From an optimization exercise on the open Yosys and OpenROAD flow, aimed at small area; shortcuts taken in it are not production practice. In this exercise RTL edits were held to simulation tests only and were not proved equivalent to the original. No activity file was given, so power comes from the tool's default toggle rates.

==> flow/run.sh <==
#!/bin/bash
# synth_recipe.tcl (not shown) runs the flow's synth.tcl, then flattens the netlist and writes it again
# the make line also repeats each setting of config.mk as NAME=value (left out here)
make -C /OpenROAD-flow-scripts/flow DESIGN_CONFIG=/design/flow/config.mk WORK_HOME=/design/flow/orfs CLKGATE_MAP_FILE= SYNTH_SCRIPT=/design/flow/synth_recipe.tcl finish
==> flow/config.mk <==
export PLATFORM = sky130hd
export DESIGN_NAME = flappy_core
export DESIGN_NICKNAME = flappy_core
export VERILOG_FILES = /design/flow/design.v
export SDC_FILE = /design/flow/constraint.sdc
export NUM_CORES = 4
export LEC_CHECK = 0
export CAP_MARGIN = 20
export CORE_MARGIN = 2
export CORE_UTILIZATION = 40
export SLEW_MARGIN = 20
==> flow/constraint.sdc <==
create_clock -name core_clock -period 10.0 [get_ports {clk}]
set_input_delay 2.0000 -clock core_clock [delete_from_list [all_inputs] [get_ports {clk}]]
set_output_delay 2.0000 -clock core_clock [all_outputs]
set_load 0.01 [all_outputs]
==> flow/design.v <==
`timescale 1ns / 1ps
module flappy_core(
	input clk,                   
	input rst,                   
	input clrn,                  
	input tick,                  
	input ps2_clk,               
	input ps2_data,              
	input [11:0] back_data,      
	input [11:0] bird_data,      
	output [18:0] rom_addr,      
	output hs,                   
	output vs,                   
	output [3:0] r,              
	output [3:0] g,              
	output [3:0] b,              
	output death,                
	output [11:0] wintime        
    );
	wire [8:0]vga_row;       
	wire [9:0]vga_col;       
	wire [9:0]getkey;        
	wire [11:0] vga_data;    
	wire rdn;
	wire ready;
	pic outpic(
		.clk(clk),.rst(rst),.tick(tick),.clrn(clrn),.rowaddr(vga_row),.coladdr(vga_col),.keydata(getkey),
		.bird(bird_data),.back(back_data),.romaddr(rom_addr),
		.outRGB(vga_data),.death(death),.wintime(wintime)
			);
	vgac forvga (
		.vga_clk(clk), .rst(rst), .d_in(vga_data), .row_addr(vga_row), .col_addr(vga_col), .rdn(rdn), .r(r), .g(g), .b(b), .hs(hs), .vs(vs)
	);
	ps2_ver2 outkey(.clk(clk),.rst(rst),.ps2_clk(ps2_clk),.ps2_data(ps2_data),.data_out(getkey),.ready(ready));
endmodule
`timescale 1ns / 1ps
module pic(
	input clk,
	input rst,                       
	input tick,                      
	input clrn,                      
	input wire [8:0]rowaddr,         
	input wire [9:0]coladdr,         
	input wire [9:0]keydata,         
	input wire [11:0]bird,           
	input wire [11:0]back,           
	output wire [18:0]romaddr,       
	output wire [11:0]outRGB,        
	output death,                    
	output wire [11:0]wintime        
    );
	reg judgedeath;
	reg [11:0]recordwintime;         
	reg [19:0]forcol;                
	reg [19:0]addr;                  
	reg [11:0] RGB;                  
	reg isbird;                      
	reg [11:0]birdy;                 
	reg [19:0]movepic;               
	reg [2:0]judgerestart;           
	reg judgepause;                  
	assign outRGB=RGB;
	assign wintime=recordwintime;
	assign death=judgedeath;
	assign romaddr=addr[18:0];
	always @(posedge clk) begin
		if(rst) begin
			birdy<=12'd0;
		end
		else if(tick) begin : birdmove
			reg [11:0] y;
			y=birdy;
			if(y==450) begin
				y=0;
			end
			else if(judgepause==0)begin
				y=y+1;           
			end
			if(keydata==10'b00_0001_1101) begin
				if(y>=10) begin
					y=y-3;       
				end
			end
			if(clrn==0||judgerestart==1) begin
				y=200;               
			end
			birdy<=y;
		end
	end
	always @(posedge clk) begin
		if(rst) begin
			RGB<=12'd0;
		end
		else if(isbird==1) begin
			RGB<=bird;
		end
		else begin
			RGB<=back;
		end
	end
	always @(posedge clk) begin
		if(rst) begin
			movepic<=20'd0;
		end
		else if(tick) begin : scroll
			reg [19:0] m;
			m=movepic;
			if(m==1920) begin
				m=0;						 
			end
			else if(judgepause==0)begin
				m=m+1'b1;			 
			end
			if(clrn==0||judgerestart==1) begin
				m=0;               
			end
			movepic<=m;
		end
	end
	always @(posedge clk) begin
		if(rst) begin
			forcol<=20'd0;
			addr<=20'd0;
			isbird<=1'b0;
		end
		else begin : pixaddr
			reg [19:0] forrow;
			reg [19:0] fc;
			reg [19:0] a;
			reg ib;
			forrow=20'd0;
			fc=forcol;
			a=addr;
			ib=isbird;
			if(judgerestart==1) begin
				forrow={11'b000_0000_0000,rowaddr/2};
				fc={10'b00_0000_0000,coladdr};
				forrow=forrow*320;
				a=forrow+fc/2;
				a=a+307200;
			end
			else if(judgedeath==1) begin
				forrow={11'b000_0000_0000,rowaddr/2};
				fc={10'b00_0000_0000,coladdr};
				forrow=forrow*320;
				a=forrow+fc/2;
				a=a+230402;
			end
			else begin
				if(coladdr>=0&&coladdr<=32&&rowaddr>=birdy&&rowaddr<birdy+32) begin
					if(bird!=12'hcc4) begin
						a[9:0]=({1'b0,rowaddr}-birdy)*32+coladdr%32;
						ib=1;
					end
					else begin
						forrow={11'b000_0000_0000,rowaddr/2};
						fc={10'b00_0000_0000,coladdr}+movepic;
						ib=0;
						if(fc>=19'd1280&&fc<19'd1920) begin
							fc=fc-19'd1280;
							forrow=forrow*320;
							a=forrow+fc/2;
							a=a+153600;
						end
						else if(fc>=19'd640&&fc<19'd1280) begin
							fc=fc-19'd640;
							forrow=forrow*320;
							a=forrow+fc/2;
							a=a+76800;
						end
						else if(fc>=19'd1920) begin
							fc=fc-19'd1920;
							forrow=forrow*320;
							a=forrow+fc/2;
						end
						else if(fc<19'd640) begin
							forrow=forrow*320;
							a=forrow+fc/2;
						end
					end
				end
				else begin
					forrow={11'b000_0000_0000,rowaddr/2};
					fc={10'b00_0000_0000,coladdr}+movepic;
					ib=0;
					if(fc>=19'd1280&&fc<19'd1920) begin
						fc=fc-19'd1280;
						forrow=forrow*320;
						a=forrow+fc/2;
						a=a+153600;
					end
					else if(fc>=19'd640&&fc<19'd1280) begin
						fc=fc-19'd640;
						forrow=forrow*320;
						a=forrow+fc/2;
						a=a+76800;
					end
					else if(fc>=19'd1920) begin
						fc=fc-19'd1920;
						forrow=forrow*320;
						a=forrow+fc/2;
					end
					else if(fc<19'd640) begin
						forrow=forrow*320;
						a=forrow+fc/2;
					end
				end
			end
			forcol<=fc;
			addr<=a;
			isbird<=ib;
		end
	end
	always @(posedge clk) begin
		if(rst) begin
			judgedeath<=1'b0;
			recordwintime<=12'd0;
			judgerestart<=3'd0;
			judgepause<=1'b0;
		end
		else begin : judge
			reg [19:0] judgecol;
			reg jd;
			reg [11:0] wt;
			reg [2:0] jr;
			reg jp;
			jd=judgedeath;
			wt=recordwintime;
			jr=judgerestart;
			jp=judgepause;
			judgecol={10'b00_0000_0000,coladdr}+movepic;
			if(coladdr>=0&&coladdr<32) begin
				if(judgecol>=19'd1280&&judgecol<19'd1920) begin
					judgecol=judgecol-19'd1280;
					if(judgecol>=120&&judgecol<=195) begin
						if((birdy+30>=360)||(birdy+2<=280))
								jd=1'b1;
					end
					if(forcol>=440&&forcol<=520)begin
						if((birdy+30>=400)||(birdy+2<=320))
							jd=1'b1;
					end
					if((judgecol==200||judgecol==520)&&rowaddr==1&&jd==0)begin
						wt=wt+1;
					end
				end
				else if(judgecol>=19'd640&&judgecol<19'd1280) begin
					judgecol=judgecol-19'd640;
					if(judgecol>=110&&judgecol<=200) begin
						if((birdy+30>=180)||(birdy+2<=100))
								jd=1'b1;
					end
					if(forcol>=440&&forcol<=520)begin
							if((birdy+30>=140)||(birdy+2<=60))
								jd=1'b1;
					end
					if((judgecol==200||judgecol==520)&&rowaddr==1&&jd==0)begin
						wt=wt+1;
					end
				end
				else if(judgecol>=19'd1920)begin
					judgecol=judgecol-19'd1920;
					if(judgecol>=120&&judgecol<=195)begin
						if((birdy+30>=280)||(birdy+2<=200))
							jd=1'b1;
					end
					if(judgecol>=440&&judgecol<=520)begin
						if((birdy+30>=340)||(birdy+2<=240))
							jd=1'b1;
					end
					if((judgecol==200||judgecol==520)&&rowaddr==1&&jd==0)begin
						wt=wt+1;
					end
				end
				else if(judgecol<19'd640) begin
					if(judgecol>=120&&judgecol<=195)begin
						if((birdy+30>=280)||(birdy+2<=200))
							jd=1'b1;
					end
					if(judgecol>=440&&judgecol<=520)begin
						if((birdy+30>=340)||(birdy+2<=240))
							jd=1'b1;
					end
					if((judgecol==200||judgecol==520)&&rowaddr==1&&jd==0)begin
						wt=wt+1;
				 end
				end
			end
			if(keydata==10'b00_0001_1011||clrn==0) begin
				wt=0;
				jd=1'b0;
				if(clrn==0) begin
					jr=1;
				end
			end
			if(keydata==10'b00_0001_1100) begin
				jr=0;
			end
			if(keydata==10'b00_0100_1101) begin
				jp=~jp;
			end
			judgedeath<=jd;
			recordwintime<=wt;
			judgerestart<=jr;
			judgepause<=jp;
		end
	end
endmodule
`timescale 1ns / 1ps
module vgac (vga_clk,rst,d_in,row_addr,col_addr,rdn,r,g,b,hs,vs);  
   input     [11:0] d_in;      
   input            vga_clk;   
   input            rst;       
   output reg [8:0] row_addr;  
   output reg [9:0] col_addr;  
   output reg [3:0] r,g,b;  
   output reg       rdn;       
   output reg       hs,vs;     
   reg [9:0] h_count;  
   always @ (posedge vga_clk) begin
       if (rst) begin
           h_count <= 10'h0;
       end else if (h_count == 10'd799) begin
           h_count <= 10'h0;
       end else begin
           h_count <= h_count + 10'h1;
       end
   end
   reg [9:0] v_count;  
   always @ (posedge vga_clk) begin
       if (rst) begin
           v_count <= 10'h0;
       end else if (h_count == 10'd799) begin
           if (v_count == 10'd524) begin
               v_count <= 10'h0;
           end else begin
               v_count <= v_count + 10'h1;
           end
       end
   end
    wire  [9:0] row    =  v_count - 10'd35;      
    wire  [9:0] col    =  h_count - 10'd153;     
    wire        h_sync = (h_count > 10'd95);     
    wire        v_sync = (v_count > 10'd1);      
    wire        read   = (h_count > 10'd142) &&  
                         (h_count < 10'd783) &&  
                         (v_count > 10'd34)  &&  
                         (v_count < 10'd515);    
    always @ (posedge vga_clk) begin
        row_addr <=  row[8:0];  
        col_addr <=  col;       
        rdn      <= ~read;      
        hs       <=  h_sync;    
        vs       <=  v_sync;    
        r        <=  rdn ? 4'h0 : d_in[3:0];  
        g        <=  rdn ? 4'h0 : d_in[7:4];  
        b        <=  rdn ? 4'h0 : d_in[11:8];  
    end
endmodule
`timescale 1ns / 1ps
module ps2_ver2 (
				input clk,
				input rst,
				input ps2_clk,
				input ps2_data,
				output [9:0] data_out,
				output ready
    );
    reg ps2_clk_flag0, ps2_clk_flag1, ps2_clk_flag2, ps2_clk_flag3;
    wire negedge_ps2_clk;
	always @ (posedge clk) begin
        if(rst) begin
            ps2_clk_flag0 <= 1'b0;
            ps2_clk_flag1 <= 1'b0;
            ps2_clk_flag2 <= 1'b0; 
				ps2_clk_flag3 <= 1'b0; 
        end
        else begin
            ps2_clk_flag0 <= ps2_clk;	
            ps2_clk_flag1 <= ps2_clk_flag0;
            ps2_clk_flag2 <= ps2_clk_flag1; 
				ps2_clk_flag3 <= ps2_clk_flag2;  
        end
    end  
    assign negedge_ps2_clk = !ps2_clk_flag0 & !ps2_clk_flag1 & ps2_clk_flag2 & ps2_clk_flag3;
    reg [3:0] num;
	 always @(posedge clk) begin
        if(rst)
            num <= 4'd0;
        else if(num == 4'd11)
            num <= 4'd0;
        else if(negedge_ps2_clk)
            num <= num + 1'b1;
    end
    reg negedge_ps2_clk_shift;
    always @ (posedge clk) begin
        negedge_ps2_clk_shift <= negedge_ps2_clk;
    end
    reg [7:0] temp_data;
    always @ (posedge clk) begin
        if(rst)
            temp_data <= 8'd0;
        else if(negedge_ps2_clk_shift) begin
            case(num)
                4'd2 : temp_data[0] <= ps2_data;
                4'd3 : temp_data[1] <= ps2_data;
                4'd4 : temp_data[2] <= ps2_data;
                4'd5 : temp_data[3] <= ps2_data;
                4'd6 : temp_data[4] <= ps2_data;
                4'd7 : temp_data[5] <= ps2_data;
                4'd8 : temp_data[6] <= ps2_data;
                4'd9 : temp_data[7] <= ps2_data;
                default : temp_data <= temp_data;
            endcase 
        end else
            temp_data <= temp_data;
    end
    reg data_break, data_done, data_expand;
    reg [9:0] data;
    always @ (posedge clk) begin
        if(rst) begin
            data_break <= 1'b0;
            data <= 10'd0;
            data_done <= 1'b0;
            data_expand <= 1'b0;
        end 
		  else if(num == 4'd11) begin
            if(temp_data == 8'hE0)
                data_expand <= 1'b1;
            else if(temp_data == 8'hF0)
                data_break <= 1'b1;
            else begin
                data <= {data_expand, data_break, temp_data};
                data_done <= 1'b1;
                data_expand <= 1'b0;
                data_break <= 1'b0;
            end  
        end 
		  else begin
            data <= data;
            data_done <= 1'b0;
            data_expand <= data_expand;
            data_break <= data_break;
        end
    end
    assign data_out = data;
    assign ready = data_done;
endmodule
==> impl_metrics.toml <==
[status]
status = "finished clean"

[clocking]
postCtsSetupBuffers = 0
holdBufCountCts = 0
post_cts_resized = 0
clk_path_buf_depth = 2
numCtsBuffers = 17
clock_latency_ns = 0.46
clk_pin_slew_ns = 0.09
cts_num_sinks = 182
clockRootBuffer = "clkbuf_16"
cts_tree = "built"
cts.htree.levels = 4

[finish]
final_cell_mix = "nor2_1 (200), dfxtp_1 (182), nand2_1 (154), ha_1 (137), a21oi_1 (125)"
area_growth_pct = 11.49
regArea_um2 = 3643
multi_input_area_um2 = 10920
final_core_util_pct = 45.26
drive_gt1_share_pct = 5.751
nFillCells = 3830
final_common_cell = "nor2_1"
diodes = 0
fin_nets = 2127

[setup_path]
reg2reg_from = "outpic.movepic[0]$_SDFFE_PP0P_"
r2r_setup_slack_ns = 3.13
cp-start-kind = "flip-flop"
slowest_stage = "xor2_1"
crit_required_ns = 10.36
arrival_ns = 7.24
cpMostUsedCell = "ha_1"
critPathBufInv = 3
r2r_end = "outpic.addr[17]$_SDFFE_PP0P_"
cp_max_fo = 13
r2r_cells = 25
cp-end-kind = "flip-flop"
path_class = "reg -> reg"
slowest_delay_ns = 0.61
critical-path-top-delay-family = "compound AO/OA/AOI/OAI gates"

[sta]
rsz0062_at_grt = "false"
period_minus_slack_ns = 6.875
slew_viol_final = 0
setup_violations = 0
finalSetupTns_ns = 0
slew_headroom_pct = 25.77
fmax_ghz = 0.1455
finalHoldViolCount = 0
tightest_slew_ns = 1.109
finalClockSkew_ns = 0.01465
fin_crit_sh_pct = 68.75

[logic_synthesis]
ys_seq_area_share_pct = 23.83
netlist_instances = 1928
ys_warn_count = 3
syn_nets = 2103
synth_edf_count = 0
synth.avg_cell_area_um2 = 7.931
synth_flop_cell = "dfxtp_1"
async_flop_share_pct = 0
netlist_area_um2 = 15290
yosys_register_bits = 182
synth_cell_types = 102

[pwr]
vdd_drop_max_mv = 0.1036
p_leak_nw = 6.633
cellPowerDensity_nw_per_um2 = 94.27
seqPwrFrac_pct = 47.3
combPwrFrac_pct = 9.2
internal_power_w = 0.001143
p_switching_w = 0.0004645
power_w = 0.001607
swShare_pct = 28.90
clkPwrFrac_pct = 43.5

[placement]
port_buffers = 75
hpwl_um = 37160
routabilityCongestion = 0.9669

[global_routing]
overflow = 0
grt_pass1_wl_um = 76530
grt_max_degree = 48
grt_pass1_vias = 13720
track_usage_pct = 24.71
antenna_found_initial = 0

[route]
remaining_drc_errors = 0
first_iter_violations = 1184
vias = 14420
vias_per_cell = 5.826
drt-wirelength-per-cell_um = 19.62
drt.antenna.violating_nets = 0
drt_wl_total_um = 48580
drt-pass1-iter-count = 6

[job]
maxCapViolCount = 0

[floorplanning]
num_rows = 71
die_h_um = 199.5
pin_count = 76
die_w_um = 199.5
core_um2 = 37670
die-area_um2 = 39810
initial_core_util_pct = 40.60

[worst_hold_path]
worstHoldEndpoint = "forvga.b[1]$_SDFF_PP0_"
min_path_cells = 1
hold_path.class = "reg -> reg"
holdCritStartpoint = "outpic.RGB[9]$_SDFF_PP0_"
==> metrics by stage <==
| step | worst slack (ns) | instance area, µm² | hold WS, ns | instances |
|---|---|---|---|---|
| 2_1_floorplan | 4.281 | 15290 | 0.4128 | 1928 |
| 3_3_place_gp | 3.498 | 16440 | 0.4169 | 2444 |
| 3_5_place_dp | 3.308 | 16440 | 0.4331 | 2444 |
| 4_1_cts | 3.256 | 17040 | 0.4460 | 2476 |
| 5_1_grt | 2.534 | 17050 | 0.4599 | 2476 |
| 6_report | 3.125 | 17050 | 0.4409 | 2476 |
==> how the worst max path moves through the flow <==
stage	start	endpoint	slack [ns]	cells after the start
floorplan	outpic.movepic[0]$_SDFFE_PP0P_	outpic.addr[17]$_SDFFE_PP0P_	4.28	26
global placement	outpic.movepic[0]$_SDFFE_PP0P_	outpic.addr[17]$_SDFFE_PP0P_	3.50	25
detailed placement	outpic.movepic[0]$_SDFFE_PP0P_	outpic.addr[17]$_SDFFE_PP0P_	3.31	25
CTS	outpic.movepic[0]$_SDFFE_PP0P_	outpic.addr[17]$_SDFFE_PP0P_	3.26	25
global route	outpic.movepic[0]$_SDFFE_PP0P_	outpic.addr[17]$_SDFFE_PP0P_	2.53	25
finish	outpic.movepic[0]$_SDFFE_PP0P_	outpic.addr[17]$_SDFFE_PP0P_	3.13	25
==> synth_stat cells, types with 7 or more instances <==
| cell | instances | area (µm²) |
|---|---|---|
| nand4_1 | 30 | 187.7 |
| a211oi_1 | 17 | 127.6 |
| o211ai_1 | 14 | 105.1 |
| o21ai_0 | 78 | 390.4 |
| mux2i_1 | 49 | 490.5 |
| nor3b_1 | 8 | 60.06 |
| clkbuf_1 | 60 | 225.2 |
| o22ai_1 | 10 | 62.56 |
| o31ai_1 | 14 | 105.1 |
| nor2b_1 | 34 | 212.7 |
| a311oi_1 | 7 | 61.31 |
| buf_2 | 10 | 50.05 |
| nor4_1 | 18 | 112.6 |
| a221oi_1 | 9 | 78.83 |
| or3_1 | 27 | 168.9 |
| nor4_2 | 9 | 112.6 |
| nand3_1 | 75 | 375.4 |
| a211o_1 | 7 | 61.31 |
| nand2b_1 | 25 | 156.4 |
| or2_2 | 9 | 56.30 |
| and3_1 | 24 | 150.1 |
| or4_1 | 11 | 82.58 |
| a21o_1 | 33 | 247.7 |
| nor3_1 | 52 | 260.3 |
| and2_1 | 13 | 81.33 |
| a31oi_1 | 25 | 156.4 |
| nor2_1 | 201 | 754.5 |
| o21bai_1 | 14 | 105.1 |
| o21a_1 | 9 | 67.56 |
| nand2_1 | 154 | 578.1 |
| fa_1 | 8 | 160.2 |
| a21oi_1 | 125 | 625.6 |
| buf_1 | 12 | 45.04 |
| a22oi_1 | 10 | 75.07 |
| inv_1 | 92 | 345.3 |
| ha_1 | 137 | 1714 |
| xnor2_1 | 121 | 1060 |
| dfxtp_1 | 182 | 3643 |
| xor2_1 | 72 | 630.6 |
==> cell families (layout without fill, tap and decap cells) <==
family                   Yosys count  count (layout)  synth area share [%]
buffers and inverters            185             222                 4.869
AND/OR/NAND/NOR                  719             719                 23.84
multiplexers                      50              50                 3.281
flip-flops                       182             182                 23.83
AO/OA/AOI/OAI                    444             444                 19.74
XOR/XNOR                         199             199                 11.91
adder cells (fa/ha/maj)          149             149                 12.52
==> power by group through the flow <==
stage	registers [W]	logic, W	clock network [W]
2_1_floorplan	0.000772	0.0000917	0
3_3_place_gp	0.000776	0.000146	0
3_5_place_dp	0.000777	0.000147	0
4_1_cts	0.000760	0.000148	0.000713
5_1_grt	0.000763	0.000163	0.000739
6_report	0.000760	0.000149	0.000699
==> state kept, by name, summed over array words and instances, names as in the netlist, 12 cells and up <==
signal and cells:
outpic.movepic 20, outpic.recordwintime 12, outpic.birdy 12, outpic.addr 19, outpic.RGB 12, outpic.forcol 20
==> final cells by class <==
| type | instances | share of cell area [%] |
|---|---|---|
| clock buffer | 17 | 2.495 |
| clock inverter | 15 | 1.013 |
| sequential | 182 | 21.37 |
| tap | 511 | 3.750 |
| inverter | 96 | 2.114 |
| timing repair buffer | 94 | 5.211 |
| multi-input combinational | 1561 | 64.04 |
==> metal layers <==
metal	vias up	global-route usage, %	routed length (µm)
met3	109	3.662	2704
met4	0	8.834	1701
met2	505	41.53	22700
met1	6856	32.10	21470
met5	-	0	0
li1	6954	-	-
==> worst reg2reg max path, delay by kind of cell, from the launching register on <==
| family | cells | cell delay (ns) |
|---|---|---|
| compound gates | 10 | 2.27 |
| fa+ha+maj | 5 | 1.67 |
| xor+xnor | 4 | 1.18 |
| simple gates | 3 | 0.82 |
| buf+inv | 3 | 0.50 |
| flops | 1 | 0.36 |

afterwards: timing with drivers on the ports:
In the flow no input, the clock included, has a driving cell. The finished layout below was timed again as built, in two steps.
Step 1 sets driving cells, clkbuf_16 on the clock port and buf_2 on the other inputs (assumed; they add their load-dependent delay and slew).
Step 2 also shifts input and output timing later by t, the mid clock arrival at the registers, as if the neighbouring blocks saw the same clock.
Slacks: ideal / step 1 / step 2; pairs: ideal / step 1.
t (ns): 0.505
setup slack, ns: 3.125 / 3.125 / 3.125
worst hold slack (ns): 0.441 / 0.441 / 0.441
slew at the worst register clock pin (ns): 0.09 / 0.09
worst data-port slew with drivers (ns): 0.05
After both steps this run still meets setup and hold. For this run, drivers alone change the setup slack by 0.000 ns; drivers and shift together by 0.000 ns.
